Context: an optimization exercise on an open-source flow, tuned for small area, a short achievable clock period and few clock cycles. The choices shown serve that exercise and are no tape-out recipe. The RTL was checked by simulation tests, not by an equivalence proof against the original design. No activity file was given, so power comes from the tool's default toggle rates.

**config.mk**
```make
export PLATFORM = sky130hd
export DESIGN_NAME = freqcalccore_v1_0_S00_AXI
export DESIGN_NICKNAME = freqcalccore_v1_0_S00_AXI
export VERILOG_FILES = /design/flow/design.v
export SDC_FILE = /design/flow/constraint.sdc
export NUM_CORES = 8
export LEC_CHECK = 0
export ABC_AREA = 1
export CAP_MARGIN = 20
export CORE_MARGIN = 2
export CORE_UTILIZATION = 50
export CTS_BUF_LIST = sky130_fd_sc_hd__clkbuf_8
export PLACE_DENSITY = 0.75
export SLEW_MARGIN = 20
```
**constraint.sdc**
```tcl
create_clock -name core_clock -period 12.0 [get_ports {S_AXI_ACLK}]
set_input_delay 2.4000 -clock core_clock [delete_from_list [all_inputs] [get_ports {S_AXI_ACLK}]]
set_output_delay 2.4000 -clock core_clock [all_outputs]
set_load 0.01 [all_outputs]
```
**design.v**
```verilog
`timescale 1 ns / 1 ps
module freqcalccore_v1_0_S00_AXI #
	(
		parameter integer FHT_B = 7,
		parameter integer FHT_N = 2 ** FHT_B,
		parameter IDLE = 3'b000,
		parameter PRELOAD = 3'b001,
		parameter PREMULT_1 = 3'b010,
		parameter PREMULT_2 = 3'b011,
		parameter ACCUMULATION = 3'b100,
		parameter SQUARING = 3'b101,
		parameter CONVERSION = 3'b110,
		parameter FIND_MAX = 3'b111,
		parameter integer PDM_DIV = 2,
		parameter integer SAMPLE_DIV = 256,
		parameter integer C_S_AXI_DATA_WIDTH	= 32,
		parameter integer C_S_AXI_ADDR_WIDTH	= 4
	)
	(
		input wire pdm_data,
		output wire pdm_clk,
		output wire pdm_lrsel,
		output wire led0,
		output wire led1,
		input wire  S_AXI_ACLK,
		input wire  S_AXI_ARESETN,
		input wire [C_S_AXI_ADDR_WIDTH-1 : 0] S_AXI_AWADDR,
		input wire [2 : 0] S_AXI_AWPROT,
		input wire  S_AXI_AWVALID,
		output wire  S_AXI_AWREADY,
		input wire [C_S_AXI_DATA_WIDTH-1 : 0] S_AXI_WDATA,
		input wire [(C_S_AXI_DATA_WIDTH/8)-1 : 0] S_AXI_WSTRB,
		input wire  S_AXI_WVALID,
		output wire  S_AXI_WREADY,
		output wire [1 : 0] S_AXI_BRESP,
		output wire  S_AXI_BVALID,
		input wire  S_AXI_BREADY,
		input wire [C_S_AXI_ADDR_WIDTH-1 : 0] S_AXI_ARADDR,
		input wire [2 : 0] S_AXI_ARPROT,
		input wire  S_AXI_ARVALID,
		output wire  S_AXI_ARREADY,
		output wire [C_S_AXI_DATA_WIDTH-1 : 0] S_AXI_RDATA,
		output wire [1 : 0] S_AXI_RRESP,
		output wire  S_AXI_RVALID,
		input wire  S_AXI_RREADY
	);
    localparam [767:0] CLS_TBL = 768'hf7df7cf3cf3cefbefbebaebae78e37db5d75d34cf2cb1c2eb6db6db6cb2cb2baebaa9a69a289e79e69a59648e38a181f7de79e79e75d75d71c71b6db69a6596185d7595513491400000000000000000000000000000000000000000000000000;
    localparam [1151:0] THR_TBL = 1152'h6eefdccff777fdeeff7fdfe3fff9fffebfffbbfff9fffffffffffffffffffffffffffffffffffffffffffffffffffff9fffbbffebfff9fffe3fff7fdfdeeff777fdccff6eefdab7f66cfd8abd5e9f16a3b567e949b84e5d92935463d118b3421c90871420c50830420c10830420c10830420c50871421c918b3463d129354e5d949b8567e96a3b5e9f18abd66cfdab7f;
    function [16:0] sq9;
        input [8:0] a;
        begin
            sq9 = 17'({(a[0] & a[8]), (a[0] & a[7]), (a[0] & a[6]), (a[0] & a[5]), (a[0] & a[4]), (a[0] & a[3]), (a[0] & a[2]), (a[0] & a[1]), 1'b0, a[0]})
                + 17'({(a[1] & a[8]), (a[1] & a[7]), (a[1] & a[6]), (a[1] & a[5]), (a[1] & a[4]), (a[1] & a[3]), (a[1] & a[2]), 1'b0, a[1], 1'b0, 1'b0})
                + 17'({(a[2] & a[8]), (a[2] & a[7]), (a[2] & a[6]), (a[2] & a[5]), (a[2] & a[4]), (a[2] & a[3]), 1'b0, a[2], 1'b0, 1'b0, 1'b0, 1'b0})
                + 17'({(a[3] & a[8]), (a[3] & a[7]), (a[3] & a[6]), (a[3] & a[5]), (a[3] & a[4]), 1'b0, a[3], 1'b0, 1'b0, 1'b0, 1'b0, 1'b0, 1'b0})
                + 17'({(a[4] & a[8]), (a[4] & a[7]), (a[4] & a[6]), (a[4] & a[5]), 1'b0, a[4], 1'b0, 1'b0, 1'b0, 1'b0, 1'b0, 1'b0, 1'b0, 1'b0})
                + 17'({(a[5] & a[8]), (a[5] & a[7]), (a[5] & a[6]), 1'b0, a[5], 1'b0, 1'b0, 1'b0, 1'b0, 1'b0, 1'b0, 1'b0, 1'b0, 1'b0, 1'b0})
                + 17'({(a[6] & a[8]), (a[6] & a[7]), 1'b0, a[6], 1'b0, 1'b0, 1'b0, 1'b0, 1'b0, 1'b0, 1'b0, 1'b0, 1'b0, 1'b0, 1'b0, 1'b0})
                + 17'({(a[7] & a[8]), 1'b0, a[7], 1'b0, 1'b0, 1'b0, 1'b0, 1'b0, 1'b0, 1'b0, 1'b0, 1'b0, 1'b0, 1'b0, 1'b0, 1'b0, 1'b0})
                + 17'({a[8], 1'b0, 1'b0, 1'b0, 1'b0, 1'b0, 1'b0, 1'b0, 1'b0, 1'b0, 1'b0, 1'b0, 1'b0, 1'b0, 1'b0, 1'b0, 1'b0});
        end
    endfunction
    function ge6;
        input [5:0] a;
        input [5:0] b;
        integer n;
        reg r;
        begin
            r = 1'b1;
            for (n = 0; n < 6; n = n + 1)
                r = (a[n] & ~b[n]) | (~(a[n] ^ b[n]) & r);
            ge6 = r;
        end
    endfunction
    wire clk = S_AXI_ACLK;
    wire rstn = S_AXI_ARESETN;
    reg bvalid, rvalid;
    reg [1:0] raddr;
    reg [5:0] out_k;         
    reg [17:0] out_amp;      
    reg [5:0] cache_k;       
    reg [17:0] cache_amp;
    wire wr_hs = S_AXI_AWVALID & S_AXI_WVALID & ~bvalid;
    wire rd_hs = S_AXI_ARVALID & ~rvalid;
    wire wr_nz = (S_AXI_WSTRB[0] & (|S_AXI_WDATA[7:0])) | (S_AXI_WSTRB[1] & (|S_AXI_WDATA[15:8])) |
                 (S_AXI_WSTRB[2] & (|S_AXI_WDATA[23:16])) | (S_AXI_WSTRB[3] & (|S_AXI_WDATA[31:24]));
    wire start = wr_hs & (S_AXI_AWADDR[3:2] == 2'd3) & wr_nz;
    assign S_AXI_AWREADY = ~bvalid;
    assign S_AXI_WREADY  = ~bvalid;
    assign S_AXI_BVALID  = bvalid;
    assign S_AXI_BRESP   = 2'b00;
    assign S_AXI_ARREADY = ~rvalid;
    assign S_AXI_RVALID  = rvalid;
    assign S_AXI_RRESP   = 2'b00;
    assign S_AXI_RDATA   = (raddr == 2'd1) ? {23'd0, out_k, 3'd0} :
                           (raddr == 2'd2) ? {14'd0, out_amp} : 32'd0;
    always @(posedge clk) begin
        if (!rstn) begin
            bvalid <= 1'b0;
            rvalid <= 1'b0;
            out_k <= 6'd0;
            out_amp <= 18'd0;
        end else begin
            if (wr_hs) bvalid <= 1'b1;
            else if (S_AXI_BREADY) bvalid <= 1'b0;
            if (rd_hs) rvalid <= 1'b1;
            else if (S_AXI_RREADY) rvalid <= 1'b0;
            if (start) begin
                out_k <= cache_k;
                out_amp <= cache_amp;
            end
        end
    end
    always @(posedge clk) if (rd_hs) raddr <= S_AXI_ARADDR[3:2];
    reg [7:0] cnt;           
    reg [6:0] acc;           
    wire bnd = (cnt == 8'd255);
    assign pdm_clk = ~cnt[0];
    assign led0 = ~cnt[0];
    assign led1 = pdm_data;
    assign pdm_lrsel = 1'b0;
    always @(posedge clk) begin
        if (!rstn) cnt <= 8'd0;
        else cnt <= cnt + 8'd1;
        if (cnt[0]) acc <= bnd ? 7'd0 : acc + {6'd0, pdm_data};
    end
    reg [767:0] ring;
    reg [5:0] hold;
    reg pending, clr;
    reg [6:0] ptr;
    wire ins = pending & (ptr[3:0] == 4'd15);
    wire [6:0] ptr1 = ptr + 7'd1;
    wire [2:0] wsel = ins ? ptr1[6:4] : ptr[6:4];
    always @(posedge clk) begin
        if (!rstn) begin
            pending <= 1'b0;
            clr <= 1'b0;
            ptr <= 7'd0;
        end else begin
            clr <= ins;
            if (bnd) pending <= 1'b1;
            else if (ins) pending <= 1'b0;
            if (!clr) ptr <= ptr1;
        end
        if (bnd) hold <= CLS_TBL[6*acc +: 6];
    end
    genvar gq;
    generate
        for (gq = 0; gq < 128; gq = gq + 1) begin : g_ring
            if ((gq % 16) == 0) begin : g_ins
                wire here = (ins | clr) & (wsel == (gq / 16));
                always @(posedge clk)
                    ring[6*gq +: 6] <= here ? (ins ? hold : 6'd0) : ring[6*((gq + 127) % 128) +: 6];
            end else begin : g_sh
                always @(posedge clk)
                    ring[6*gq +: 6] <= ring[6*((gq + 127) % 128) +: 6];
            end
        end
    endgenerate
    localparam [167:0] TPL = 168'hddafd77cdcf17fbcf2d576a908805b2c4988d4e14f;
    localparam [95:0] REG3 = 96'hecfb7ab642058139a89dcefd;
    localparam [23:0] FIRSTR3 = 24'he200e1;
    reg run_i;
    reg [4:0] s_i;
    reg [3:0] d_i;
    wire [6:0] ptr3 = ptr + 7'd3;
    wire go = ~run_i & ~pending & ~clr & (cnt >= 8'd14) & (cnt <= 8'd40) & (ptr3[2:0] == 3'd0);
    wire wrap_i = (s_i == 5'd23);
    wire last_i = (d_i == 4'd9) & (s_i == 5'd9);
    always @(posedge clk) begin
        if (!rstn) begin
            run_i <= 1'b0;
            s_i <= 5'd0;
            d_i <= 4'd0;
        end else if (go) begin
            run_i <= 1'b1;
            s_i <= 5'd1;
            d_i <= 4'd0;
        end else if (run_i) begin
            if (last_i) run_i <= 1'b0;
            s_i <= wrap_i ? 5'd0 : s_i + 5'd1;
            if (wrap_i) d_i <= d_i + 4'd1;
        end
    end
    wire [4:0] s_n = go ? 5'd0 : s_i;
    wire [3:0] d_n = go ? 4'd0 : d_i;
    wire [6:0] tpl = TPL[7*s_n +: 7];
    wire [2:0] ty_n = tpl[6:4];
    wire [6:0] b7 = {3'd0, d_n};
    reg [6:0] xb;
    always @(*) begin
        case (ty_n)
            3'd0, 3'd2, 3'd4: xb = b7;                   
            3'd1:    xb = 7'd1 - b7;                      
            3'd3:    xb = 7'd16 + b7;                     
            3'd5:    xb = 7'd0 - b7;                      
            3'd6:    xb = 7'd16 - b7;                     
            default: xb = 7'd48 + b7;                     
        endcase
    end
    wire item_n = (run_i | go) & (d_n != 4'd9);
    reg [6:0] xb_x;
    reg lag_x;
    always @(posedge clk) begin
        xb_x <= xb;
        lag_x <= tpl[0];
    end
    reg [6:0] jx_r, x_r;
    reg lag_r;
    wire [6:0] ptr2 = ptr + 7'd2;
    always @(posedge clk) begin
        jx_r <= (ptr2 - {6'd0, lag_x}) * xb_x;
        x_r <= xb_x;
        lag_r <= lag_x;
    end
    reg [27:0] m_r;
    reg [1:0] x2_s;
    reg lag_s;
    genvar gu, gk;
    generate
        for (gu = 0; gu < 4; gu = gu + 1) begin : g_m
            wire [3:0] ux = gu * x_r[3:0];
            always @(posedge clk) m_r[7*gu +: 7] <= jx_r - {ux, 3'b000};
        end
    endgenerate
    always @(posedge clk) begin
        x2_s <= x_r[1:0];
        lag_s <= lag_r;
    end
    reg [47:0] t_r;
    generate
        for (gu = 0; gu < 4; gu = gu + 1) begin : g_t
            wire [6:0] m0 = m_r[7*gu +: 7];
            wire [5:0] m32 = m0[5:0] + 6'd32;
            wire [17:0] th0 = THR_TBL[18*m0[5:0] +: 18];
            wire [17:0] th1 = THR_TBL[18*m32 +: 18];
            wire [17:0] tho = x2_s[0] ? th1 : th0;
            for (gk = 0; gk < 4; gk = gk + 1) begin : g_k
                wire [1:0] kx = gk * x2_s;
                wire [6:0] mk = m0 - {kx, 5'b00000};
                wire ng = (mk >= 7'd49) && (mk <= 7'd111);
                wire [17:0] th = (gk % 2 == 1) ? tho : th0;
                wire [5:0] xa = lag_s ? ring[6*(8*gu+32*gk+1) +: 6] : ring[6*(8*gu+32*gk) +: 6];
                wire a1 = ge6(xa, th[17:12]), a2 = ge6(xa, th[11:6]), a3 = ge6(xa, th[5:0]);
                wire [1:0] fa = {a2, (a1 & ~a2) | a3};
                always @(posedge clk)
                    t_r[3*(gu+4*gk) +: 3] <= {1'b0, fa} ^ {3{ng}};    
            end
        end
    endgenerate
    reg it_s0, it_s1, it_e1, it_e2, it_e3;
    reg run_s0, run_s1, run_e1;
    always @(posedge clk) begin
        if (!rstn) begin
            it_s0 <= 1'b0; it_s1 <= 1'b0; it_e1 <= 1'b0; it_e2 <= 1'b0; it_e3 <= 1'b0;
            run_s0 <= 1'b0; run_s1 <= 1'b0; run_e1 <= 1'b0;
        end else begin
            it_s0 <= item_n; it_s1 <= it_s0; it_e1 <= it_s1; it_e2 <= it_e1; it_e3 <= it_e2;
            run_s0 <= run_i | go; run_s1 <= run_s0; run_e1 <= run_s1;
        end
    end
    integer i;
    reg signed [6:0] vsum;
    always @(*) begin
        vsum = 7'sd0;
        for (i = 0; i < 16; i = i + 1)
            vsum = vsum + {{4{t_r[3*i+2]}}, t_r[3*i +: 3]} + {6'd0, t_r[3*i+2]};
    end
    reg signed [6:0] vsum_r;
    always @(posedge clk) vsum_r <= vsum;
    wire [3:0] rg3 = REG3[4*s_i +: 4];
    wire first3 = FIRSTR3[s_i];
    wire signed [7:0] vx = {vsum_r[6], vsum_r};
    reg signed [6:0] iu0, iu4, iw0, iw4, itb2, itb6, itc2, itc6;
    reg signed [7:0] pb, qb, pm, qm, pc, qc, pd, qd;
    reg signed [7:0] acc_in;
    always @(*) begin
        case (rg3[2:0])
            3'd0: acc_in = pb;
            3'd1: acc_in = qb;
            3'd2: acc_in = pm;
            3'd3: acc_in = qm;
            3'd4: acc_in = pc;
            3'd5: acc_in = qc;
            3'd6: acc_in = pd;
            default: acc_in = qd;
        endcase
    end
    wire signed [7:0] acc_out = (first3 ? 8'sd0 : acc_in) + vx;
    always @(posedge clk) begin
        if (it_e3) begin
            case (rg3)
                4'd0: iu0 <= vsum_r;
                4'd1: iu4 <= vsum_r;
                4'd2: iw0 <= vsum_r;
                4'd3: iw4 <= vsum_r;
                4'd4: itb2 <= vsum_r;
                4'd5: itb6 <= vsum_r;
                4'd6: itc2 <= vsum_r;
                4'd7: itc6 <= vsum_r;
                4'd8: pb <= acc_out;
                4'd9: qb <= acc_out;
                4'd10: pm <= acc_out;
                4'd11: qm <= acc_out;
                4'd12: pc <= acc_out;
                4'd13: qc <= acc_out;
                4'd14: pd <= acc_out;
                default: qd <= acc_out;
            endcase
        end
    end
    reg signed [8:0] c_o1, c_o33, c_t2c, c_o17, c_t2b, c_o113;
    always @(posedge clk) begin
        if (run_e1) begin
            if (s_i == 5'd21) c_o1 <= pm + qm;
            if (s_i == 5'd23) c_o33 <= pb - qb;
            if (s_i == 5'd23) c_t2c <= itc2 - itc6;
            if (s_i == 5'd5) c_o17 <= pc + qc;
            if (s_i == 5'd9) c_t2b <= itb2 - itb6;
            if (s_i == 5'd9) c_o113 <= pd - qd;
        end
    end
    reg [2:0] pp_n;
    always @(*) begin
        case (s_i)
            5'd15: pp_n = 3'd1;
            5'd20: pp_n = 3'd2;
            5'd22: pp_n = 3'd3;
            5'd2: pp_n = 3'd4;
            5'd4: pp_n = 3'd5;
            5'd6: pp_n = 3'd6;
            5'd8: pp_n = 3'd7;
            default: pp_n = 3'd0;
        endcase
    end
    wire [3:0] own = pp_n[2] ? (d_i - 4'd1) : d_i;    
    wire [5:0] b6 = {2'd0, own};
    reg [5:0] k_n;
    always @(*) begin
        case (pp_n)
            3'd1: k_n = 6'd0 - b6;
            3'd2: k_n = b6 + 6'd31;
            3'd3: k_n = 6'd32 - b6;
            3'd4: k_n = b6 + 6'd47;
            3'd5: k_n = 6'd16 - b6;
            3'd6: k_n = b6 + 6'd15;
            default: k_n = 6'd48 - b6;
        endcase
    end
    wire v_n = run_s1 & (pp_n != 3'd0) & (own >= ((pp_n == 3'd1) ? 4'd2 : 4'd1)) & (own <= 4'd8);
    reg [2:0] pp;
    reg pair_e1;
    reg [5:0] k_p;
    always @(posedge clk) begin
        if (!rstn) begin
            pp <= 3'd0;
            pair_e1 <= 1'b0;
        end else begin
            pp <= pp_n;
            pair_e1 <= v_n;
        end
        k_p <= k_n;
    end
    wire bp = pp[2];
    wire [6:0] op_t2 = bp ? itc2 : itb2;
    wire [6:0] op_t6 = bp ? itc6 : itb6;
    wire [8:0] op_tt = bp ? c_t2b : c_t2c;
    reg [7:0] op_p, op_q;
    reg [8:0] op_c;
    reg nu, nt, np, nq, nt2, nc;
    always @(*) begin
        nu = bp;
        case (pp)
            3'd1: begin op_p = pb; op_q = qb; op_c = c_o1;   nt = 1'b0; np = 1'b1; nq = 1'b1; nt2 = 1'b0; nc = 1'b1; end
            3'd2: begin op_p = pm; op_q = qm; op_c = c_o33;  nt = 1'b1; np = 1'b0; nq = 1'b1; nt2 = 1'b1; nc = 1'b1; end
            3'd3: begin op_p = pm; op_q = qm; op_c = c_o33;  nt = 1'b1; np = 1'b1; nq = 1'b0; nt2 = 1'b1; nc = 1'b0; end
            3'd4: begin op_p = pd; op_q = qd; op_c = c_o17;  nt = 1'b1; np = 1'b0; nq = 1'b0; nt2 = 1'b0; nc = 1'b1; end
            3'd5: begin op_p = pd; op_q = qd; op_c = c_o17;  nt = 1'b1; np = 1'b1; nq = 1'b1; nt2 = 1'b0; nc = 1'b0; end
            3'd6: begin op_p = pc; op_q = qc; op_c = c_o113; nt = 1'b0; np = 1'b0; nq = 1'b1; nt2 = 1'b1; nc = 1'b0; end
            3'd7: begin op_p = pc; op_q = qc; op_c = c_o113; nt = 1'b0; np = 1'b1; nq = 1'b0; nt2 = 1'b1; nc = 1'b1; end
            default: begin op_p = pb; op_q = qb; op_c = c_o1; nt = 1'b0; np = 1'b0; nq = 1'b0; nt2 = 1'b0; nc = 1'b0; end
        endcase
    end
    wire [9:0] e_u0 = {{3{iu0[6]}}, iu0};
    wire [9:0] e_u4 = {{3{iu4[6]}}, iu4} ^ {10{nu}};
    wire [9:0] e_t2 = {{3{op_t2[6]}}, op_t2} ^ {10{nt}};
    wire [9:0] e_t6 = {{3{op_t6[6]}}, op_t6} ^ {10{nt}};
    wire [9:0] e_p = {{2{op_p[7]}}, op_p} ^ {10{np}};
    wire [9:0] e_q = {{2{op_q[7]}}, op_q} ^ {10{nq}};
    wire [9:0] e_w0 = {{3{iw0[6]}}, iw0};
    wire [9:0] e_w4 = {{3{iw4[6]}}, iw4} ^ {10{nu}};
    wire [9:0] e_tt = {op_tt[8], op_tt} ^ {10{nt2}};
    wire [9:0] e_c = {op_c[8], op_c} ^ {10{nc}};
    wire [2:0] one1 = {2'd0, nu} + {1'b0, nt, 1'b0} + {2'd0, np} + {2'd0, nq};
    wire [1:0] one2 = {1'b0, nu} + {1'b0, nt2} + {1'b0, nc};
    wire [9:0] bin1 = e_u0 + e_u4 + e_t2 + e_t6 + e_p + e_q + {7'd0, one1};
    wire [9:0] bin2 = e_w0 + e_w4 + e_tt + e_c + {8'd0, one2};
    reg [9:0] b1_r, b2_r;
    reg [5:0] k1_r;
    reg v1_r;
    always @(posedge clk) begin
        if (!rstn) v1_r <= 1'b0;
        else v1_r <= pair_e1;
        if (pair_e1) begin
            b1_r <= bin1;
            b2_r <= bin2;
            k1_r <= k_p;
        end
    end
    reg va_r, vq_r, vp_r;
    always @(posedge clk) begin
        if (!rstn) begin
            va_r <= 1'b0;
            vq_r <= 1'b0;
            vp_r <= 1'b0;
        end else begin
            va_r <= v1_r;
            vq_r <= va_r;
            vp_r <= vq_r;
        end
    end
    wire [9:0] bq = va_r ? b2_r : b1_r;
    wire [8:0] cq = bq[8:0] ^ {9{bq[9]}};
    wire [16:0] sq = sq9(cq) + (bq[9] ? {7'd0, cq, 1'b1} : 17'd0);
    reg [16:0] sqa_r, sqb_r;
    reg [17:0] p0_r;
    reg signed [10:0] s_r;
    reg [5:0] k2_r;
    always @(posedge clk) begin
        if (v1_r) sqa_r <= sq;
        if (va_r) begin
            sqb_r <= sq;
            s_r <= {b1_r[9], b1_r} + {b2_r[9], b2_r};
            k2_r <= k1_r;
        end
        if (vq_r) p0_r <= {1'b0, sqa_r} + {1'b0, sqb_r};
    end
    wire v2_r = vp_r;
    wire [17:0] s2 = {{6{s_r[10]}}, s_r, 1'b0};
    wire [17:0] s4 = {{5{s_r[10]}}, s_r, 2'b00};
    wire [53:0] pd3 = {p0_r + s4 + 18'd8, p0_r + s2 + 18'd2, p0_r};
    reg [53:0] mx;
    reg [17:0] mk;
    wire clr_cand = go;
    genvar gd;
    generate
        for (gd = 0; gd < 3; gd = gd + 1) begin : g_c
            wire [17:0] pv = pd3[18*gd +: 18];
            wire [17:0] mv = mx[18*gd +: 18];
            wire [5:0] kv = mk[6*gd +: 6];
            wire better = {pv, ~k2_r} > {mv, ~kv};    
            always @(posedge clk) begin
                if (clr_cand) begin
                    mx[18*gd +: 18] <= 18'd0;
                    mk[6*gd +: 6] <= 6'd0;
                end else if (v2_r & better) begin
                    mx[18*gd +: 18] <= pv;
                    mk[6*gd +: 6] <= k2_r;
                end
            end
        end
    endgenerate
    wire [1:0] dsel = (acc >= 7'd91) ? 2'd2 : (acc >= 7'd46) ? 2'd1 : 2'd0;
    always @(posedge clk) begin
        if (bnd) begin
            cache_k <= mk[6*dsel +: 6];
            cache_amp <= mx[18*dsel +: 18];
        end
    end
endmodule
```
**flow/run.sh**
```bash
#!/bin/bash
# Own layout flow: the standard flow (standard.sh, unchanged synthesis), with repair_timing
# aiming at a tighter setup margin so that the layout's reg-to-reg and port paths come out
# shorter; clock tree synthesis with larger sink clusters and without dummy balancing loads;
# and the port buffers (every port still gets one) made of buf_4 cells.  The clock period and
# the constraints are the design's (constraint.sdc).
set -euo pipefail
MARGIN=$(cat flow/margin.txt 2>/dev/null || echo 6)
CTS="-sink_clustering_enable -repair_clock_nets -dont_use_dummy_load -sink_clustering_size 18 -sink_clustering_max_diameter 60 -buf_list sky130_fd_sc_hd__clkbuf_8"
bash standard.sh SETUP_SLACK_MARGIN=$MARGIN TNS_END_PERCENT=100 "CTS_ARGS=$CTS" "BUFFER_PORTS_ARGS=-buffer_cell sky130_fd_sc_hd__buf_4" finish > standard_make.log 2>&1
```
**flow/margin.txt**
```
7.05
```
**standard.sh**
```bash
#!/bin/bash
# synth_recipe.tcl (not shown) runs the flow's synth.tcl, then flattens the netlist and writes it again
# the make line also repeats each setting of config.mk as NAME=value (left out here)
make -C /OpenROAD-flow-scripts/flow DESIGN_CONFIG=/design/flow/config.mk WORK_HOME=/design/flow/orfs CLKGATE_MAP_FILE= SYNTH_SCRIPT=/design/flow/synth_recipe.tcl "${@:-finish}"
```
==> impl_metrics.json, run 1 <==
{
  "drc": 0,
  "status": "no timing/DRC/antenna violations",
  "skew_ns": 0.106,
  "routed_wirelength_mm": 145,
  "end_kind": "output pin",
  "wl_per_cell_um": 18.5,
  "antenna_found_initial": 5,
  "die_h_um": 349,
  "syn_avg_cell_area_um2": 9.65,
  "first_pass_iters": 6,
  "setup_viol": 0,
  "clock_sinks": 1314,
  "maxSlewViolCount": 0,
  "crit_buf_inv": 2,
  "worstSkewPairLatency_ns": 0.83,
  "fin_tns_setup_ns": 0,
  "vias": 41178,
  "hold_start": "ring[166]",
  "cp-start-kind": "primary input",
  "start_util_pct": 50.5,
  "yosys_warnings": 1,
  "critPathTopFamily": "buffers and inverters",
  "die_x_um": 349,
  "post_drt_via_cell_ratio": 5.25,
  "worst_slew_pin_slew_ns": 1.20,
  "crit_path_top_delay_cell": "buf_6",
  "cts.path.max_buffers": 3,
  "period_needed_ns": 5.01,
  "fin_area_um2": 64200,
  "nFillCells": 10191,
  "grt_max_degree": 64,
  "yosysSeqAreaShare_pct": 49.2,
  "p_total_mw": 6.81,
  "finalCritPeriodShare_pct": 41.7,
  "criticalPathCategory": "primary input to output pin",
  "overflow": 0,
  "max_stage_delay_ns": 0.11,
  "worstPathCellList": "buf_12 -> buf_6",
  "dp_hpwl_mm": 109,
  "synth_flop_cell": "dfxtp_1",
  "yosysTopAreaCellShare_pct": 33.9,
  "die_area_um2": 122000,
  "ant_nets": 0,
  "grt_pass1_wl_mm": 222,
  "post_dp_cell_area_um2": 61700,
  "vdd_drop_max_uv": 119,
  "ff2ff_setup_slack_ns": 7.05,
  "ioPinCount": 103,
  "synth-edff-count": 304,
  "cts_tree": "yes",
  "power_density_nw_per_um2": 106,
  "cts_buffers": 111,
  "place.gp.congestion": 0.947,
  "required_ns": 9.60,
  "area_growth_pct": 7.75,
  "critPathLaunch": "pdm_data",
  "leakagePower_nw": 29.6,
  "hold_viol_final": 0,
  "rr_startpoint": "pp[1]",
  "netlist_instances": 6178,
  "path_clk_slew_ns": 0.10,
  "htreeDepth": 3,
  "fmax_mhz": 200,
  "core_um2": 118000,
  "fin_nets": 7065,
  "synthDistinctLibCells": 76,
  "drtIter0Drc": 3470,
  "drive_above_1_share_pct": 8.36,
  "synthArstFlopShare_pct": 0,
  "grt_pass1_vias": 40325,
  "arrival_ns": 2.61,
  "slew_headroom_pct": 19.0,
  "final_common_cell": "nand2_1",
  "syn-cell-area_um2": 59600,
  "place_worst_setup_slack_ns": 6.37,
  "synth_seq_cells": 1314,
  "maxCapViolCount": 0,
  "groute.usage.overall_pct": 23.5,
  "synth_area_leaders": "dfxtp_1 34%, edfxtp_1 15%, ha_1 11%",
  "layout_setup_ws_ns": 6.99,
  "hp-class": "register to register",
  "port_buffers": 73,
  "worstPathMaxFanout": 2,
  "final_cell_mix": "1175 x nand2_1, 990 x dfxtp_1, 878 x inv_1",
  "grt_setup_unrepaired": "yes",
  "core.rowCount": 126,
  "root_buffer": "clkbuf_8",
  "yosysTopAreaCell": "dfxtp_1"
}
-- cell usage after synthesis (40+ instances only) --
cell,n
clkbuf_1,98
o22ai_1,40
fa_1,157
a21oi_1,289
ha_1,543
mux2_2,90
nand2_1,1180
nor2_1,277
edfxtp_1,304
o21ai_0,417
xnor2_1,84
nand3_1,193
inv_1,891
xor2_1,186
dfxtp_1,1010
-- cell families after synthesis --
group,synth area share [%]
buf+inv,6.99
xor+xnor,4.21
flops,49.2
mux,2.04
fa+ha+maj,16.7
simple gates,12.1
other cells,0.00629
compound gates,8.77
-- report_power, final --
group          total, mW  internal, mW  switching [mW]
Clock               2.16         0.819            1.34
Sequential          4.53          4.52          0.0117
Combinational      0.127        0.0479          0.0795
-- path summary, 6_finish.rpt --
check,to,cells past startpoint
worst max register to register,b1_r[9],25
worst min register to register,ring[172],0
worst min-delay path,ring[172],0
worst max-delay path,led1,2
-- flip-flops by register name (all words and copies together) (netlist names), 9 cells and up --
| name | cells |
|---|---|
| ring | 768 |
| mx | 54 |
| t_r | 48 |
| cache_amp | 18 |
| mk | 18 |
| out_amp | 18 |
| p0_r | 18 |
| m_r | 17 |
| sqa_r | 16 |
| sqb_r | 16 |
| s_r | 11 |
| b1_r | 10 |
| b2_r | 10 |
| c_o113 | 9 |
| c_o17 | 9 |
| c_o1 | 9 |
| c_o33 | 9 |
-- per-layer routing --
metal  up-vias  GRT usage, %  wire (µm)
met4         0          6.82       4430
met3       248          3.13       8380
met5         -             0          0
li1      20145             -          -
met1     19611          31.5      63500
met2      1174          39.8      68800
-- area by class of cell --
| class | instances | area [µm²] | area share [%] |
|---|---|---|---|
| multi-input cells | 3810 | 26500 | 41.3 |
| repair buffers | 163 | 1410 | 2.19 |
| inverters | 907 | 3420 | 5.32 |
| diodes | 6 | 15.0 | 0.0234 |
| well taps | 1536 | 1920 | 2.99 |
| flip-flops and latches | 1314 | 29400 | 45.8 |
| clock buffers | 111 | 1530 | 2.38 |
-- metrics by stage --
| step | std cells | utilization, % | hold slack, ns |
|---|---|---|---|
| after floorplan | 6196 | - | 0.310 |
| after global placement | 7678 | 52.2 | 0.310 |
| after detailed placement | 7678 | 52.2 | 0.312 |
| after CTS | 7804 | 53.8 | 0.196 |
| after global routing | 7844 | 54.4 | 0.204 |
| final | 7847 | 54.4 | 0.212 |
-- timing repair --
item,4_1_cts,5_1_grt
pin swaps,9,50
hold buffers,0,0
gates resized for setup,43,95
endpoints found under the setup margin,31,82
cloned,2,2
buffers inserted,13,35
Testbench counts, summed over its fixed seeds: cycles 180.
==> inputs of run 2 (changes only) <==
--- a/design.v
+++ b/design.v
@@ -311,12 +311,25 @@
     end
     reg signed [8:0] c_o1, c_o33, c_t2c, c_o17, c_t2b, c_o113;
+    reg signed [7:0] ca, cb;
+    reg csub;
+    always @(*) begin
+        case (s_i)
+            5'd21:  begin ca = pm; cb = qm; csub = 1'b0; end
+            5'd3: begin ca = pb; cb = qb; csub = 1'b1; end
+            5'd23: begin ca = {itc2[6], itc2}; cb = {itc6[6], itc6}; csub = 1'b1; end
+            5'd5: begin ca = pc; cb = qc; csub = 1'b0; end
+            5'd9: begin ca = {itb2[6], itb2}; cb = {itb6[6], itb6}; csub = 1'b1; end
+            default:   begin ca = pd; cb = qd; csub = 1'b1; end
+        endcase
+    end
+    wire [8:0] cv = {ca[7], ca} + ({cb[7], cb} ^ {9{csub}}) + {8'd0, csub};
     always @(posedge clk) begin
         if (run_e1) begin
-            if (s_i == 5'd21) c_o1 <= pm + qm;
-            if (s_i == 5'd23) c_o33 <= pb - qb;
-            if (s_i == 5'd23) c_t2c <= itc2 - itc6;
-            if (s_i == 5'd5) c_o17 <= pc + qc;
-            if (s_i == 5'd9) c_t2b <= itb2 - itb6;
-            if (s_i == 5'd9) c_o113 <= pd - qd;
+            if (s_i == 5'd21) c_o1 <= cv;
+            if (s_i == 5'd3) c_o33 <= cv;
+            if (s_i == 5'd23) c_t2c <= cv;
+            if (s_i == 5'd5) c_o17 <= cv;
+            if (s_i == 5'd9) c_t2b <= cv;
+            if (s_i == 5'd10) c_o113 <= cv;
         end
     end
==> flow/run.sh (replaced) <==
#!/bin/bash
# Own layout flow: the standard flow (standard.sh, unchanged synthesis), with repair_timing
# aiming at a tighter setup margin so that the layout's reg-to-reg and port paths come out
# shorter; clock tree synthesis with larger sink clusters and without dummy balancing loads;
# and the port buffers (every port still gets one) made of buf_2 cells.  The clock period and
# the constraints are the design's (constraint.sdc).
set -euo pipefail
MARGIN=$(cat flow/margin.txt 2>/dev/null || echo 6)
CTS="-sink_clustering_enable -repair_clock_nets -dont_use_dummy_load -sink_clustering_size 18 -sink_clustering_max_diameter 60 -buf_list sky130_fd_sc_hd__clkbuf_8"
bash standard.sh SETUP_SLACK_MARGIN=$MARGIN TNS_END_PERCENT=100 "CTS_ARGS=$CTS" "BUFFER_PORTS_ARGS=-buffer_cell sky130_fd_sc_hd__buf_2" finish > standard_make.log 2>&1
==> flow/margin.txt (replaced) <==
6.95
--- a/config.mk
+++ b/config.mk
@@ -11,4 +11,5 @@
 export CORE_UTILIZATION = 50
 export CTS_BUF_LIST = sky130_fd_sc_hd__clkbuf_8
+export GPL_TIMING_DRIVEN = 0
 export PLACE_DENSITY = 0.75
 export SLEW_MARGIN = 20
==> run 2 against run 1 <==
  * Utilization down 0.063 points
  * Non-clock buffer count increased by 106
  * First-iteration DRC count is 5.3% higher
  * Still clean on timing, DRC and antenna
==> impl_metrics.json, run 2 <==
{
  "slew_headroom_pct": 14.4,
  "vdd_drop_max_uv": 136,
  "core_um2": 117000,
  "start_util_pct": 50.5,
  "synth_flop_cell": "dfxtp_1",
  "hp-class": "register to register",
  "fmax_mhz": 196,
  "finalCritPeriodShare_pct": 42.6,
  "die_area_um2": 121000,
  "post_drt_via_cell_ratio": 5.25,
  "yosysTopAreaCellShare_pct": 34.3,
  "grt_pass1_vias": 40043,
  "p_total_mw": 6.67,
  "antenna_found_initial": 9,
  "clock_sinks": 1316,
  "yosys.area_share.simple_pct": 12.3,
  "synth_xor_area_share_pct": 3.92,
  "hold_path_depth": 0,
  "arrival_ns": 2.71,
  "top_register": "ring",
  "first_pass_iters": 7,
  "rr_startpoint": "pp[2]",
  "maxSlewViolCount": 0,
  "r2r_cells": 24,
  "path_clk_slew_ns": 0.10,
  "synth_area_leaders": "dfxtp_1 34%, edfxtp_1 16%, ha_1 11%",
  "routed_wirelength_mm": 152,
  "ant_nets": 0,
  "area_growth_pct": 7.48,
  "synth_compound_area_share_pct": 9.16,
  "status": "no timing/DRC/antenna violations",
  "place_worst_setup_slack_ns": 5.60,
  "reg2reg_to": "b1_r[8]",
  "drive_above_1_share_pct": 7.53,
  "synth_commonest_cells": "1171 x nand2_1, 1010 x dfxtp_1, 844 x inv_1, 505 x ha_1, 429 x o21ai_0",
  "ff2ff_setup_slack_ns": 7.09,
  "die_h_um": 347,
  "synth_seq_cells": 1316,
  "ioPinCount": 103,
  "fin_nets": 7042,
  "synthAdderAreaFrac_pct": 15.9,
  "fin_tns_setup_ns": 0,
  "vias": 41267,
  "yosysSeqAreaShare_pct": 49.9,
  "worstPathMaxFanout": 2,
  "syn-cell-area_um2": 58900,
  "wl_per_cell_um": 19.3,
  "core.rowCount": 125,
  "drtIter0Drc": 3655,
  "syn_avg_cell_area_um2": 9.64,
  "yosys_warnings": 1,
  "dp_hpwl_mm": 120,
  "drc": 0,
  "final_cell_mix": "1169 x nand2_1, 1000 x dfxtp_1, 836 x inv_1",
  "maxCapViolCount": 0,
  "netlist_instances": 6108,
  "setup_viol": 0,
  "final_common_cell": "nand2_1",
  "synthMuxAreaShare_pct": 1.89,
  "place.gp.congestion": 0.967,
  "hold_viol_final": 0,
  "yosysTopAreaCell": "dfxtp_1",
  "cts_tree": "yes",
  "period_needed_ns": 5.11,
  "skew_ns": 0.145,
  "overflow": 0,
  "grt_max_degree": 28,
  "die_x_um": 347,
  "synth_top_family_by_area": "adder cells",
  "grt_setup_unrepaired": "yes",
  "layout_setup_ws_ns": 6.89,
  "grt_pass1_wl_mm": 229,
  "root_buffer": "clkbuf_8",
  "groute.usage.overall_pct": 24.8,
  "worstSkewPairLatency_ns": 0.81,
  "yosysMostFrequentCell": "nand2_1",
  "worst_slew_pin_slew_ns": 1.27,
  "cp-start-kind": "primary input",
  "power_density_nw_per_um2": 105,
  "htreeDepth": 3,
  "end_kind": "output pin",
  "cts_hold_buffers": 0,
  "cts_buffers": 100,
  "min_to": "ring[342]",
  "largestRegisters": "ring x768, mx x54, t_r x48",
  "cts.path.max_buffers": 3,
  "synthDistinctLibCells": 72,
  "hold_start": "ring[336]",
  "synth-edff-count": 306,
  "synthArstFlopShare_pct": 0,
  "leakagePower_nw": 29.0,
  "criticalPathCategory": "primary input to output pin",
  "required_ns": 9.60,
  "port_buffers": 73,
  "largest_reg_flops": 768
}
==> run 2: worst max-delay path by stage <==
stage             start         to  slack [ns]  cells after the start
2_1_floorplan      va_r  sqa_r[15]        7.05                     22
3_3_place_gp      pp[2]    b1_r[9]        5.70                     25
3_5_place_dp      pp[2]    b1_r[9]        5.60                     25
4_1_cts           pp[2]    b1_r[9]        6.89                     25
5_1_grt           pp[2]    b1_r[8]        6.88                     24
6_report       pdm_data       led1        6.89                      3
==> run 2: layout make-up <==
cell class	instances	area (µm²)
Timing Repair Buffer	98	614
Sequential cell	1316	29400
Fill cell	10202	53200
Clock buffer	100	1380
Multi-Input combinational cell	3773	25800
Tap cell	1524	1910
Antenna cell	5	12.5
Inverter	866	3270
Buffer	171	853
==> run 2: cells by family (layout without fill, tap and decap cells) <==
group                    Yosys count  in the layout
buffers and inverters           1037           1235
other                              1             24
AND/OR/NAND/NOR                 1786           1786
flip-flops                      1316           1316
adder cells (fa/ha/maj)          658            658
XOR/XNOR                         259            259
AO/OA/AOI/OAI                    950            950
multiplexers                     101            101
==> run 2: worst max-delay path, stage by stage <==
cell and delay [ns]:
buf_12 0.10, buf_6 0.10, buf_6 0.11
==> run 2: through the flow <==
stage | area (µm²) | hold slack, ns | std cells | utilization [%]
after global placement | 61200 | 0.310 | 7723 | 52.6
final | 63300 | 0.278 | 7853 | 54.3
after detailed placement | 61300 | 0.312 | 7726 | 52.6
after floorplan | 59000 | 0.310 | 6126 | -
after CTS | 62800 | 0.274 | 7831 | 53.9
after global routing | 63300 | 0.272 | 7850 | 54.3
==> run 2: per-layer routing <==
metal	GRT usage, %	part of all wire, %	wire [µm]	up-vias
li1	-	-	-	20212
met2	41.9	47	71500	1261
met1	32.3	43	65200	19495
met4	10.7	4.6	6950	0
met3	2.59	5.4	8270	299
met5	0	0	0	-
==> run 2: repair_timing <==
| action | 4_1_cts | 5_1_grt |
|---|---|---|
| endpoints found under the setup margin | 52 | 86 |
| cloned | 0 | 0 |
| gates resized for setup | 41 | 93 |
| buffers inserted | 5 | 16 |
| pin swaps | 1 | 31 |
==> run 2: power by group <==
part           internal (mW)  switching [mW]
clock network          0.742            1.30
logic                 0.0380          0.0669
registers               4.52         0.00695
total                   5.30            1.37
Testbench counts of run 2, summed over its fixed seeds: cycles 180.
==> inputs of run 3 (changes only) <==
--- a/config.mk
+++ b/config.mk
@@ -11,5 +11,4 @@
 export CORE_UTILIZATION = 50
 export CTS_BUF_LIST = sky130_fd_sc_hd__clkbuf_8
-export GPL_TIMING_DRIVEN = 0
 export PLACE_DENSITY = 0.75
 export SLEW_MARGIN = 20
==> run 3 against run 2 <==
  * Clock-buffer cell count stayed put
  * Non-clock buffer count is 141 lower
  * First-iteration DRC count is 6.1% lower
  * Total power hardly changed
  * Synthesized cell count stayed put
  * Highest routed layer unchanged
  * Sequential share of layout area is 0.44 points higher
  * Global-route usage is 1.6 points lower
  * Die area stayed put
  * Critical endpoint unchanged
  * Still clean
==> impl_metrics.json, run 3 <==
{
  "crit_top_cell": "buf_6",
  "yosysTopAreaCellShare_pct": 34.3,
  "crit_path_top_delay_cell": "buf_6",
  "slew_headroom_pct": 25.5,
  "hold_viol_final": 0,
  "die_h_um": 347,
  "first_pass_iters": 6,
  "period_needed_ns": 5.02,
  "maxSlewViolCount": 0,
  "vias": 40462,
  "synth_seq_cells": 1316,
  "regArea_um2": 29400,
  "vdd_drop_max_uv": 107,
  "fmax_mhz": 199,
  "yosysSeqAreaShare_pct": 49.9,
  "die_x_um": 347,
  "root_buffer": "clkbuf_8",
  "maxCapViolCount": 0,
  "largestRegisters": "ring x768, mx x54, t_r x48",
  "drc": 0,
  "worst_slew_pin_slew_ns": 1.11,
  "layout_setup_ws_ns": 6.98,
  "yosys_warnings": 1,
  "grt_pass1_wl_mm": 218,
  "final_common_cell": "nand2_1",
  "fin_nets": 6903,
  "core_um2": 117000,
  "worstPathCellList": "buf_6 -> buf_6",
  "ioPinCount": 103,
  "start_util_pct": 50.5,
  "top_register": "ring",
  "skew_ns": 0.138,
  "p_total_mw": 6.66,
  "finalNonFillerCells": 7714,
  "critPathTopFamily": "buffers and inverters",
  "crit_buf_inv": 2,
  "drtIter0Drc": 3432,
  "htreeDepth": 3,
  "drive_above_1_share_pct": 7.29,
  "nFillCells": 10211,
  "multi_input_area_um2": 25800,
  "routed_wirelength_mm": 141,
  "criticalPathCategory": "primary input to output pin",
  "cts.path.max_buffers": 3,
  "area_growth_pct": 6.53,
  "wl_per_cell_um": 18.3,
  "ant_nets": 0,
  "groute.usage.overall_pct": 23.2,
  "synthDistinctLibCells": 72,
  "setup_viol": 0,
  "status": "no timing/DRC/antenna violations",
  "largest_reg_flops": 768,
  "yosysTopAreaCell": "dfxtp_1",
  "cts_tree": "yes",
  "cp-start-kind": "primary input",
  "worstPathMaxFanout": 2,
  "yosysMostFrequentCell": "nand2_1",
  "synthArstFlopShare_pct": 0,
  "overflow": 0,
  "power_density_nw_per_um2": 106,
  "cts_buffers": 100,
  "final_cell_mix": "1166 x nand2_1, 991 x dfxtp_1, 830 x inv_1",
  "max_stage_delay_ns": 0.11,
  "synth-edff-count": 306,
  "place_worst_setup_slack_ns": 5.11,
  "hp-class": "register to register",
  "syn-cell-area_um2": 58900,
  "syn_avg_cell_area_um2": 9.64,
  "grt_pass1_vias": 39421,
  "path_clk_slew_ns": 0.11,
  "leakagePower_nw": 28.7,
  "cts_hold_buffers": 0,
  "worstSkewPairLatency_ns": 0.89,
  "grt_max_degree": 72,
  "dp_hpwl_mm": 107,
  "antenna_found_initial": 4,
  "fin_tns_setup_ns": 0,
  "post_drt_via_cell_ratio": 5.25,
  "synth_area_leaders": "dfxtp_1 34%, edfxtp_1 16%, ha_1 11%",
  "synth_flop_cell": "dfxtp_1",
  "required_ns": 9.60,
  "port_buffers": 73,
  "place.gp.congestion": 0.988,
  "netlist_instances": 6108,
  "synth_commonest_cells": "1171 x nand2_1, 1010 x dfxtp_1, 844 x inv_1, 505 x ha_1, 429 x o21ai_0",
  "dp.cells": 7584,
  "grt_setup_unrepaired": "no",
  "core.rowCount": 125,
  "finalCritPeriodShare_pct": 41.8,
  "end_kind": "output pin",
  "die_area_um2": 121000,
  "arrival_ns": 2.62,
  "clock_sinks": 1316
}
==> run 3: cell types whose count changed in the layout (fill, tap and decap cells not counted), sizes merged <==
cell,previous run,this run
clkbuf,209,102
buf,160,125
clkinvlp,3,5
bufbuf,0,1
clkinv,6,5
nor2,329,330
==> run 3: logic make-up after synthesis <==
logic type / share of synthesized area, %
simple gates: 12.3
fa+ha+maj: 15.9
other cells: 0.00637
mux: 1.89
flops: 49.9
compound gates: 9.16
xor+xnor: 3.92
buf+inv: 6.85
==> run 3: per-layer routing <==
metal	global-route usage [%]	wire length (µm)	vias to the layer above
met5	0	0	-
met4	9.03	5700	0
met3	2.97	7970	279
met2	36.9	62900	1141
met1	32.2	64900	19131
li1	-	-	19911
==> run 3: layout make-up <==
type | count | share of cell area (%)
diodes | 5 | 0.0199
clock buffers | 100 | 2.19
inverters | 866 | 5.22
multi-input cells | 3774 | 41.2
flip-flops and latches | 1316 | 46.9
well taps | 1524 | 3.04
repair buffers | 128 | 1.42
repair inverters | 1 | 0.00798
==> run 3: timing repair <==
action	CTS	global route
pin swaps	5	35
buffers inserted	6	14
resized for setup	31	82
cloned	3	2
setup endpoints to repair	75	88
==> run 3: where the power goes <==
part | switching (mW) | internal, mW | leakage [nW]
sequential | 0.00875 | 4.52 | 10.9
clock | 1.30 | 0.742 | 0.719
combinational | 0.0604 | 0.0320 | 17.1
total | 1.37 | 5.29 | 28.7
==> run 3: metrics by stage <==
step                cell area, µm²  utilization [%]  hold WS [ns]
finish                       62700             53.8         0.264
global route                 62700             53.8         0.265
CTS                          62300             53.5         0.267
detailed placement           60700             52.1         0.312
global placement             60700             52.1         0.310
floorplan                    59000                -         0.310
==> run 3: path summary, 6_finish.rpt <==
path,startpoint,endpoint,slack [ns],cells past startpoint
worst max-delay path,pdm_data,led1,6.98,2
worst min-delay path,ring[499],ring[505],0.26,0
worst max register to register,t_r[16],vsum_r[5],7.10,18
worst min register to register,ring[499],ring[505],0.26,0
==> inputs of run 4 (changes only) <==
--- a/config.mk
+++ b/config.mk
@@ -9,6 +9,6 @@
 export CAP_MARGIN = 20
 export CORE_MARGIN = 2
-export CORE_UTILIZATION = 50
+export CORE_UTILIZATION = 45
 export CTS_BUF_LIST = sky130_fd_sc_hd__clkbuf_8
-export PLACE_DENSITY = 0.75
+export PLACE_DENSITY = 0.7
 export SLEW_MARGIN = 20
==> run 4 against run 3 <==
  * Utilization fell by 5.0 points
  * Critical path depth is the same
  * Die area is 11% higher
  * Via count increased by 0.16%
  * Sequential cell count unchanged
  * Sequential power is essentially flat
  * Synthesized cell count unchanged
  * Clock power about the same
  * Clock skew increased by 0.030 ns
  * Global-route usage fell by 2.3 points
  * Largest cell class unchanged
  * Combinational power grew 1%
  * Synthesized area is the same
  * Still clean on timing, DRC and antenna
==> impl_metrics.json, run 4 <==
{
  "grt_pass1_vias": 38759,
  "yosys_warnings": 1,
  "setup_viol": 0,
  "vias": 40527,
  "first_pass_iters": 6,
  "die_x_um": 366,
  "maxSlewViolCount": 0,
  "power_density_nw_per_um2": 105,
  "required_ns": 9.60,
  "power_frac_comb_pct": 1.4,
  "syn_avg_cell_area_um2": 9.64,
  "routed_wirelength_mm": 143,
  "yosysTopAreaCellShare_pct": 34.3,
  "finalCritPeriodShare_pct": 42.0,
  "grt_max_degree": 66,
  "cp-start-kind": "primary input",
  "final_common_cell": "nand2_1",
  "cts_tree": "yes",
  "fmax_mhz": 198,
  "top_layer": "met5",
  "m1WireLength_mm": 65.2,
  "place.gp.congestion": 0.960,
  "largestRegisters": "ring x768, mx x54, t_r x48",
  "cts_hold_buffers": 0,
  "vdd_drop_max_uv": 132,
  "cts.path.max_buffers": 3,
  "status": "no timing/DRC/antenna violations",
  "wl_per_cell_um": 17.9,
  "syn-cell-area_um2": 58900,
  "dr_wl_met3_mm": 8.79,
  "synthDistinctLibCells": 72,
  "drive_above_1_share_pct": 7.90,
  "period_needed_ns": 5.04,
  "start_util_pct": 45.4,
  "criticalPathCategory": "primary input to output pin",
  "synthArstFlopShare_pct": 0,
  "post_drt_via_cell_ratio": 5.10,
  "leakagePower_nw": 28.9,
  "synth_commonest_cells": "1171 x nand2_1, 1010 x dfxtp_1, 844 x inv_1, 505 x ha_1, 429 x o21ai_0",
  "crit_buf_inv": 2,
  "ioPinCount": 103,
  "core.rowCount": 132,
  "cts_buffers": 100,
  "final_cell_mix": "1166 x nand2_1, 987 x dfxtp_1, 829 x inv_1",
  "drtIter0Drc": 3497,
  "die_h_um": 366,
  "path_clk_slew_ns": 0.10,
  "htreeDepth": 3,
  "synth_seq_cells": 1316,
  "max_stage_delay_ns": 0.13,
  "p_clk_share_pct": 30.7,
  "swShare_pct": 20.6,
  "synth-edff-count": 306,
  "place_worst_setup_slack_ns": 5.99,
  "grt_pass1_wl_mm": 219,
  "critPathTopFamily": "buffers and inverters",
  "dr_wl_met2_mm": 64.1,
  "yosysTopAreaCell": "dfxtp_1",
  "hp-class": "register to register",
  "area_growth_pct": 7.52,
  "root_buffer": "clkbuf_8",
  "drc": 0,
  "synth_area_leaders": "dfxtp_1 34%, edfxtp_1 16%, ha_1 11%",
  "end_kind": "output pin",
  "hold_viol_final": 0,
  "largest_reg_flops": 768,
  "layout_setup_ws_ns": 6.96,
  "worst_slew_pin_slew_ns": 1.16,
  "clock_sinks": 1316,
  "overflow": 0,
  "core_um2": 130000,
  "p_int_mw": 5.29,
  "fin_area_um2": 63300,
  "netlist_instances": 6108,
  "top_register": "ring",
  "die_area_um2": 134000,
  "fin_nets": 6921,
  "p_seq_share_pct": 67.9,
  "ant_nets": 0,
  "grt_setup_unrepaired": "yes",
  "dp_hpwl_mm": 107,
  "critPathLaunch": "pdm_data",
  "arrival_ns": 2.64,
  "worstSkewPairLatency_ns": 0.87,
  "slew_headroom_pct": 22.1,
  "synth_flop_cell": "dfxtp_1",
  "yosysMostFrequentCell": "nand2_1",
  "power_switching_mw": 1.37,
  "hold_start": "ring[306]",
  "fin_tns_setup_ns": 0,
  "worstPathMaxFanout": 2,
  "crit_path_top_delay_cell": "buf_4",
  "port_buffers": 73,
  "worstPathCellList": "buf_4 -> buf_6",
  "skew_ns": 0.169,
  "groute.usage.overall_pct": 20.9,
  "maxCapViolCount": 0,
  "post_dp_cell_area_um2": 61000,
  "yosysSeqAreaShare_pct": 49.9,
  "antenna_found_initial": 5,
  "rr_startpoint": "pp[2]"
}
## run 4: cell types whose count changed in the layout (fill, tap and decap cells not counted), sizes merged
cell,change
buf,+19
bufbuf,+1
clkinv,+1
clkinvlp,-2
diode,-3
nor2,-1
## run 4: metal layers
metal	GRT usage, %	up-vias
met4	7.01	2
met1	29.3	19193
li1	-	19938
met3	2.93	237
met5	0	-
met2	33.2	1157
## run 4: final timing paths
path                to  slack, ns  cells after the start
max               led1       6.96                      2
min reg2reg  ring[312]       0.26                      0
max reg2reg    b1_r[9]       7.12                     27
min          ring[312]       0.26                      0
## run 4: final cells by class
class | instances | area (µm²)
fill | 11815 | 66300
clock buffer | 100 | 1380
antenna | 2 | 5.00
sequential | 1316 | 29500
tap | 1742 | 2180
timing repair buffer | 148 | 1070
inverter | 866 | 3280
multi-input combinational | 3773 | 26000
## run 4: cells by family (layout without fill, tap and decap cells)
| kind of cell | after synthesis | count (layout) | share of synthesized area, % |
|---|---|---|---|
| xor+xnor | 259 | 259 | 3.92 |
| other cells | 1 | 21 | 0.00637 |
| simple gates | 1786 | 1786 | 12.3 |
| fa+ha+maj | 658 | 658 | 15.9 |
| flops | 1316 | 1316 | 49.9 |
| mux | 101 | 101 | 1.89 |
| compound gates | 950 | 950 | 9.16 |
| buf+inv | 1037 | 1114 | 6.85 |
## run 4: power by group through the flow
stage	combinational [mW]	clock [mW]	sequential, mW
2_1_floorplan	0.0669	0	4.62
3_3_place_gp	0.0911	0	4.63
3_5_place_dp	0.0920	0	4.63
4_1_cts	0.0928	2.12	4.53
5_1_grt	0.105	2.26	4.53
6_report	0.0934	2.05	4.53
## run 4: repair_timing
action | CTS | global route
cloned | 2 | 3
setup buffers | 6 | 30
hold endpoints to repair | 0 | 0
resized for setup | 36 | 107
endpoints found under the setup margin | 71 | 77
pin swaps | 7 | 59
## run 4: per-stage QoR
step	hold slack, ns	util (%)	power, mW	instances
floorplan	0.310	-	4.69	6126
global placement	0.310	47.1	4.72	7804
detailed placement	0.312	47.1	4.72	7804
CTS	0.256	48.3	6.74	7912
global route	0.257	48.8	6.90	7947
finish	0.264	48.8	6.66	7947
==> inputs of run 5 (changes only) <==
--- a/config.mk
+++ b/config.mk
@@ -9,6 +9,6 @@
 export CAP_MARGIN = 20
 export CORE_MARGIN = 2
-export CORE_UTILIZATION = 45
+export CORE_UTILIZATION = 55
 export CTS_BUF_LIST = sky130_fd_sc_hd__clkbuf_8
-export PLACE_DENSITY = 0.7
+export PLACE_DENSITY = 0.8
 export SLEW_MARGIN = 20
==> run 5 against run 4 <==
  * Critical path depth unchanged
  * Synthesized cell count unchanged
  * Non-clock buffer count down 21
  * First-iteration DRC count down 5.8%
  * Synthesized area unchanged
  * Die area down 18%
  * Maximum frequency about the same
  * Critical endpoint unchanged
  * Largest cell class unchanged
==> impl_metrics.json, run 5 <==
{
  "synth-edff-count": 306,
  "worstPathCellList": "buf_6 -> buf_6",
  "port_buffers": 73,
  "netlist_instances": 6108,
  "largest_reg_flops": 768,
  "worstPathMaxFanout": 2,
  "cts_buffers": 95,
  "yosys_warnings": 1,
  "overflow": 0,
  "die_area_um2": 110000,
  "htreeDepth": 3,
  "worstSkewPairLatency_ns": 0.83,
  "worst_slew_pin_slew_ns": 1.14,
  "fmax_mhz": 198,
  "root_buffer": "clkbuf_8",
  "routed_wirelength_mm": 141,
  "nFillCells": 8962,
  "grt_setup_unrepaired": "yes",
  "synthDistinctLibCells": 72,
  "core.rowCount": 120,
  "arrival_ns": 2.64,
  "drive_above_1_share_pct": 6.93,
  "grt_pass1_wl_mm": 215,
  "die_x_um": 331,
  "largestRegisters": "ring x768, mx x54, t_r x48",
  "yosysMostFrequentCell": "nand2_1",
  "criticalPathCategory": "primary input to output pin",
  "syn_avg_cell_area_um2": 9.64,
  "fin_area_um2": 62400,
  "grt_max_degree": 66,
  "maxCapViolCount": 0,
  "finalNonFillerCells": 7582,
  "start_util_pct": 55.2,
  "power_density_nw_per_um2": 106,
  "yosysTopAreaCell": "dfxtp_1",
  "crit_buf_inv": 2,
  "synth_area_leaders": "dfxtp_1 34%, edfxtp_1 16%, ha_1 11%",
  "hold_start": "jx_r[1]",
  "status": "no timing/DRC/antenna violations",
  "dp.cells": 7456,
  "leakagePower_nw": 28.7,
  "wl_per_cell_um": 18.5,
  "max_stage_delay_ns": 0.12,
  "yosysSeqAreaShare_pct": 49.9,
  "core_um2": 107000,
  "antenna_found_initial": 6,
  "finalCritPeriodShare_pct": 42.0,
  "crit_path_top_delay_cell": "buf_6",
  "fin_nets": 6895,
  "path_clk_slew_ns": 0.10,
  "ioPinCount": 103,
  "post_dp_cell_area_um2": 60500,
  "synthArstFlopShare_pct": 0,
  "cp-start-kind": "primary input",
  "final_cell_mix": "1167 x nand2_1, 995 x dfxtp_1, 839 x inv_1",
  "setup_viol": 0,
  "drc": 0,
  "syn-cell-area_um2": 58900,
  "groute.usage.overall_pct": 25.0,
  "drtIter0Drc": 3294,
  "final_common_cell": "nand2_1",
  "cts_tree": "yes",
  "yosysTopAreaCellShare_pct": 34.3,
  "vdd_drop_max_uv": 107,
  "dp_hpwl_mm": 106,
  "synth_commonest_cells": "1171 x nand2_1, 1010 x dfxtp_1, 844 x inv_1, 505 x ha_1, 429 x o21ai_0",
  "cts.path.max_buffers": 3,
  "first_pass_iters": 6,
  "vias": 40895,
  "fin_tns_setup_ns": 0,
  "crit_top_cell": "buf_6",
  "synth_flop_cell": "dfxtp_1",
  "slew_headroom_pct": 23.6,
  "hold_viol_final": 0,
  "maxSlewViolCount": 0,
  "area_growth_pct": 5.99,
  "clock_sinks": 1316,
  "critPathTopFamily": "buffers and inverters",
  "period_needed_ns": 5.04,
  "synth_seq_cells": 1316,
  "required_ns": 9.60,
  "die_h_um": 331,
  "rr_startpoint": "pp[1]",
  "post_drt_via_cell_ratio": 5.39,
  "skew_ns": 0.106,
  "grt_pass1_vias": 39805,
  "end_kind": "output pin",
  "critPathLaunch": "pdm_data",
  "hp-class": "register to register",
  "top_register": "ring",
  "place.gp.congestion": 0.966,
  "ant_nets": 0
}
-- run 5: cell counts after synthesis --
Identical to the previous run, type by type.
-- run 5: timing repair --
item,4_1_cts,5_1_grt
gates cloned,1,2
pin swaps,4,14
hold buffers,0,0
setup buffers,4,21
endpoints found under the setup margin,82,84
resized for setup,31,64
-- run 5: power breakdown --
group          internal [mW]  total, mW  switching, mW
clock network          0.707       2.01           1.30
logic                 0.0313     0.0925         0.0612
registers               4.52       4.53        0.00945
-- run 5: metrics by stage --
stage	power [mW]	util [%]	hold slack (ns)	setup slack, ns
global placement	4.72	56.8	0.310	5.85
global route	6.83	58.5	0.243	6.87
finish	6.62	58.6	0.266	6.96
CTS	6.68	58.1	0.255	6.84
floorplan	4.69	-	0.310	7.05
detailed placement	4.72	56.8	0.312	5.73
-- run 5: path summary, 6_finish.rpt --
kind / endpoint / slack, ns / cells after the start
max: led1 / 6.96 / 2
min: m_r[1] / 0.27 / 0
max reg2reg: b1_r[9] / 7.06 / 22
min reg2reg: m_r[1] / 0.27 / 0
-- run 5: layer usage --
layer	GRT usage, %	vias to the layer above	part of all wire [%]
met4	9.80	0	3.8
met1	32.3	19342	42
li1	-	19900	-
met2	42.5	1352	47
met5	0	-	0
met3	3.76	301	6.6
-- run 5: cell families after synthesis --
group	count (synthesis)	share of synthesized area, %
compound gates	950	9.16
mux	101	1.89
simple gates	1786	12.3
other cells	1	0.00637
xor+xnor	259	3.92
flops	1316	49.9
fa+ha+maj	658	15.9
buf+inv	1037	6.85
-- run 5: layout make-up --
cell class                 count  area [µm²]  area share (%)
sequential                  1316       29400            47.2
multi-input combinational   3773       25800            41.3
inverter                     866        3270            5.24
tap                         1403        1760            2.81
clock buffer                  95        1310            2.09
timing repair buffer         127         883            1.42
antenna                        2        5.00         0.00802
==> inputs of run 6 (changes only) <==
--- a/flow/run.sh
+++ b/flow/run.sh
@@ -7,4 +7,4 @@
 set -euo pipefail
 MARGIN=$(cat flow/margin.txt 2>/dev/null || echo 6)
-CTS="-sink_clustering_enable -repair_clock_nets -dont_use_dummy_load -sink_clustering_size 18 -sink_clustering_max_diameter 60 -buf_list sky130_fd_sc_hd__clkbuf_8"
+CTS="-sink_clustering_enable -repair_clock_nets -dont_use_dummy_load -sink_clustering_size 22 -sink_clustering_max_diameter 50 -buf_list sky130_fd_sc_hd__clkbuf_8"
 bash standard.sh SETUP_SLACK_MARGIN=$MARGIN TNS_END_PERCENT=100 "CTS_ARGS=$CTS" "BUFFER_PORTS_ARGS=-buffer_cell sky130_fd_sc_hd__buf_2" finish > standard_make.log 2>&1
--- a/config.mk
+++ b/config.mk
@@ -9,6 +9,6 @@
 export CAP_MARGIN = 20
 export CORE_MARGIN = 2
-export CORE_UTILIZATION = 55
+export CORE_UTILIZATION = 50
 export CTS_BUF_LIST = sky130_fd_sc_hd__clkbuf_8
-export PLACE_DENSITY = 0.8
+export PLACE_DENSITY = 0.75
 export SLEW_MARGIN = 20
==> run 6 against run 5 <==
  * Largest power group unchanged
  * First-iteration DRC count is 11% higher
  * Register-to-register slack improved by 0.03 ns
  * Final cell count up 1.8%
==> impl_metrics.json, run 6 <==
{
  "required_ns": 9.60,
  "criticalPathCategory": "primary input to output pin",
  "final_common_cell": "nand2_1",
  "synth_flop_cell": "dfxtp_1",
  "swShare_pct": 20.5,
  "layout_setup_ws_ns": 6.98,
  "place_worst_setup_slack_ns": 5.11,
  "ant_nets": 0,
  "die_x_um": 347,
  "yosysTopAreaCellShare_pct": 34.3,
  "hold_start": "ring[29]",
  "min_to": "ring[35]",
  "setup_viol": 0,
  "grt_max_degree": 72,
  "cts_buffers": 105,
  "syn_avg_cell_area_um2": 9.64,
  "rr_startpoint": "t_r[16]",
  "yosysSeqAreaShare_pct": 49.9,
  "worstSkewPairLatency_ns": 0.87,
  "synthDistinctLibCells": 72,
  "post_drt_via_cell_ratio": 5.26,
  "power_density_nw_per_um2": 107,
  "dp_hpwl_mm": 107,
  "cts_hold_buffers": 0,
  "status": "no timing/DRC/antenna violations",
  "htreeDepth": 3,
  "worstPathMaxFanout": 2,
  "yosysMostFrequentCell": "nand2_1",
  "finalNonFillerCells": 7715,
  "port_buffers": 73,
  "finalCritPeriodShare_pct": 41.8,
  "maxCapViolCount": 0,
  "synth_commonest_cells": "1171 x nand2_1, 1010 x dfxtp_1, 844 x inv_1, 505 x ha_1, 429 x o21ai_0",
  "synth_area_leaders": "dfxtp_1 34%, edfxtp_1 16%, ha_1 11%",
  "critPathTopFamily": "buffers and inverters",
  "power_switching_mw": 1.37,
  "start_util_pct": 50.5,
  "vdd_drop_max_uv": 93.2,
  "yosysTopAreaCell": "dfxtp_1",
  "cts_tree": "yes",
  "core.rowCount": 125,
  "netlist_instances": 6108,
  "core_um2": 117000,
  "period_needed_ns": 5.02,
  "cts.path.max_buffers": 3,
  "end_kind": "output pin",
  "place.gp.congestion": 0.988,
  "top_register": "ring",
  "grt_pass1_vias": 39521,
  "max_stage_delay_ns": 0.11,
  "crit_buf_inv": 2,
  "hold_slack_ns": 0.201,
  "final_cell_mix": "1166 x nand2_1, 993 x dfxtp_1, 834 x inv_1",
  "slew_headroom_pct": 19.4,
  "power_frac_comb_pct": 1.4,
  "fin_nets": 6906,
  "r2r_cells": 18,
  "die_h_um": 347,
  "overflow": 0,
  "largest_reg_flops": 768,
  "p_seq_share_pct": 67.6,
  "yosys_warnings": 1,
  "syn-cell-area_um2": 58900,
  "crit_path_top_delay_cell": "buf_6",
  "wl_per_cell_um": 18.4,
  "synth-edff-count": 306,
  "clock_sinks": 1316,
  "worst_slew_pin_slew_ns": 1.20,
  "fmax_mhz": 199,
  "p_int_mw": 5.33,
  "antenna_found_initial": 5,
  "grt_pass1_wl_mm": 218,
  "drc": 0,
  "largestRegisters": "ring x768, mx x54, t_r x48",
  "worstPathCellList": "buf_6 -> buf_6",
  "root_buffer": "clkbuf_8",
  "vias": 40574,
  "hp-class": "register to register",
  "drive_above_1_share_pct": 7.26,
  "drtIter0Drc": 3669,
  "fin_tns_setup_ns": 0,
  "arrival_ns": 2.62,
  "groute.usage.overall_pct": 23.2,
  "first_pass_iters": 6,
  "grt_setup_unrepaired": "yes",
  "path_clk_slew_ns": 0.12,
  "reg2reg_to": "vsum_r[5]",
  "hold_path_depth": 0,
  "dp.cells": 7584,
  "die_area_um2": 121000,
  "maxSlewViolCount": 0,
  "hold_viol_final": 0,
  "area_growth_pct": 6.61,
  "skew_ns": 0.156,
  "ff2ff_setup_slack_ns": 7.09,
  "p_clk_share_pct": 31.1,
  "crit_top_cell": "buf_6",
  "routed_wirelength_mm": 142,
  "synth_seq_cells": 1316,
  "cp-start-kind": "primary input",
  "leakagePower_nw": 28.8,
  "synthArstFlopShare_pct": 0,
  "ioPinCount": 103
}
-- run 6: cell counts after synthesis --
No cell type changed its count.
-- run 6: how the worst max path moves through the flow --
stage	startpoint	endpoint	slack [ns]	cells past startpoint
after CTS	pp[2]	b1_r[9]	6.88	23
after global placement	pp[2]	b1_r[9]	5.12	25
after global routing	pp[2]	b1_r[9]	6.84	25
after floorplan	va_r	sqa_r[15]	7.05	22
final	pdm_data	led1	6.98	2
after detailed placement	pp[2]	b1_r[9]	5.11	25
-- run 6: metrics by stage --
step / util (%) / area, µm² / total power [mW]
6_report: 53.9 / 62800 / 6.70
5_1_grt: 53.9 / 62800 / 6.93
4_1_cts: 53.5 / 62400 / 6.76
3_5_place_dp: 52.1 / 60700 / 4.72
3_3_place_gp: 52.1 / 60700 / 4.72
2_1_floorplan: - / 59000 / 4.69
-- run 6: kinds of logic (layout without fill, tap and decap cells) --
logic type	Yosys count	in the layout	synth area share [%]
buffers and inverters	1037	1098	6.85
other	1	22	0.00637
adders and majority gates	658	658	15.9
DFF	1316	1316	49.9
muxes	101	101	1.89
AOI/OAI and AO/OA	950	950	9.16
xor gates and xnor gates	259	259	3.92
and+or+nand+nor	1786	1787	12.3
-- run 6: timing repair --
item                       4_1_cts  5_1_grt
resized for setup               31       75
setup endpoints to repair       65       86
cloned                           3        2
pin swaps                        6       32
buffers inserted                 7       11
-- run 6: per-layer routing --
| metal | part of all wire [%] | vias up | global-route usage, % |
|---|---|---|---|
| met5 | 0 | - | 0 |
| met2 | 45 | 1216 | 37.0 |
| met3 | 5.7 | 283 | 2.96 |
| met1 | 46 | 19137 | 32.3 |
| li1 | - | 19938 | - |
| met4 | 4.0 | 0 | 8.95 |
-- run 6: cell type report --
cell class / count / area [µm²]
Clock buffer: 105 / 1450
Tap cell: 1524 / 1910
Timing Repair inverter: 1 / 5.00
Inverter: 866 / 3270
Multi-Input combinational cell: 3774 / 25800
Timing Repair Buffer: 126 / 876
Sequential cell: 1316 / 29400
Fill cell: 10217 / 53700
Antenna cell: 3 / 7.51
-- run 6: power by group through the flow --
stage | clock network (mW) | logic (mW) | registers [mW]
6_report | 2.08 | 0.0922 | 4.53
5_1_grt | 2.30 | 0.104 | 4.53
4_1_cts | 2.14 | 0.0919 | 4.53
3_5_place_dp | 0 | 0.0909 | 4.63
3_3_place_gp | 0 | 0.0896 | 4.63
2_1_floorplan | 0 | 0.0669 | 4.62

-- re-timing with driven ports --
The flow's constraints put no driver on any port. The routed layouts listed below were extracted and timed again, unchanged, in two steps.
Step 1: set_driving_cell puts a clkbuf_16 on S_AXI_ACLK and a buf_2 on each other input, an assumption about the parent block.
Step 2 also shifts input and output timing later by t, the mid clock arrival at the registers, as if the neighbouring blocks saw the same clock.
Three values: ideal, step 1, step 2; two values: the first two.
run | t, ns | setup slack, ns
run 1 | 0.851 | 6.990 / 6.937 / 6.937
run 2 | 0.807 | 6.889 / 6.838 / 6.838
run 3 | 0.885 | 6.981 / 6.948 / 6.948
run 4 | 0.863 | 6.960 / 6.934 / 6.934
run 5 | 0.832 | 6.956 / 6.919 / 6.919
run 6 | 0.863 | 6.982 / 6.948 / 6.948
After both steps every run listed still meets setup and hold.
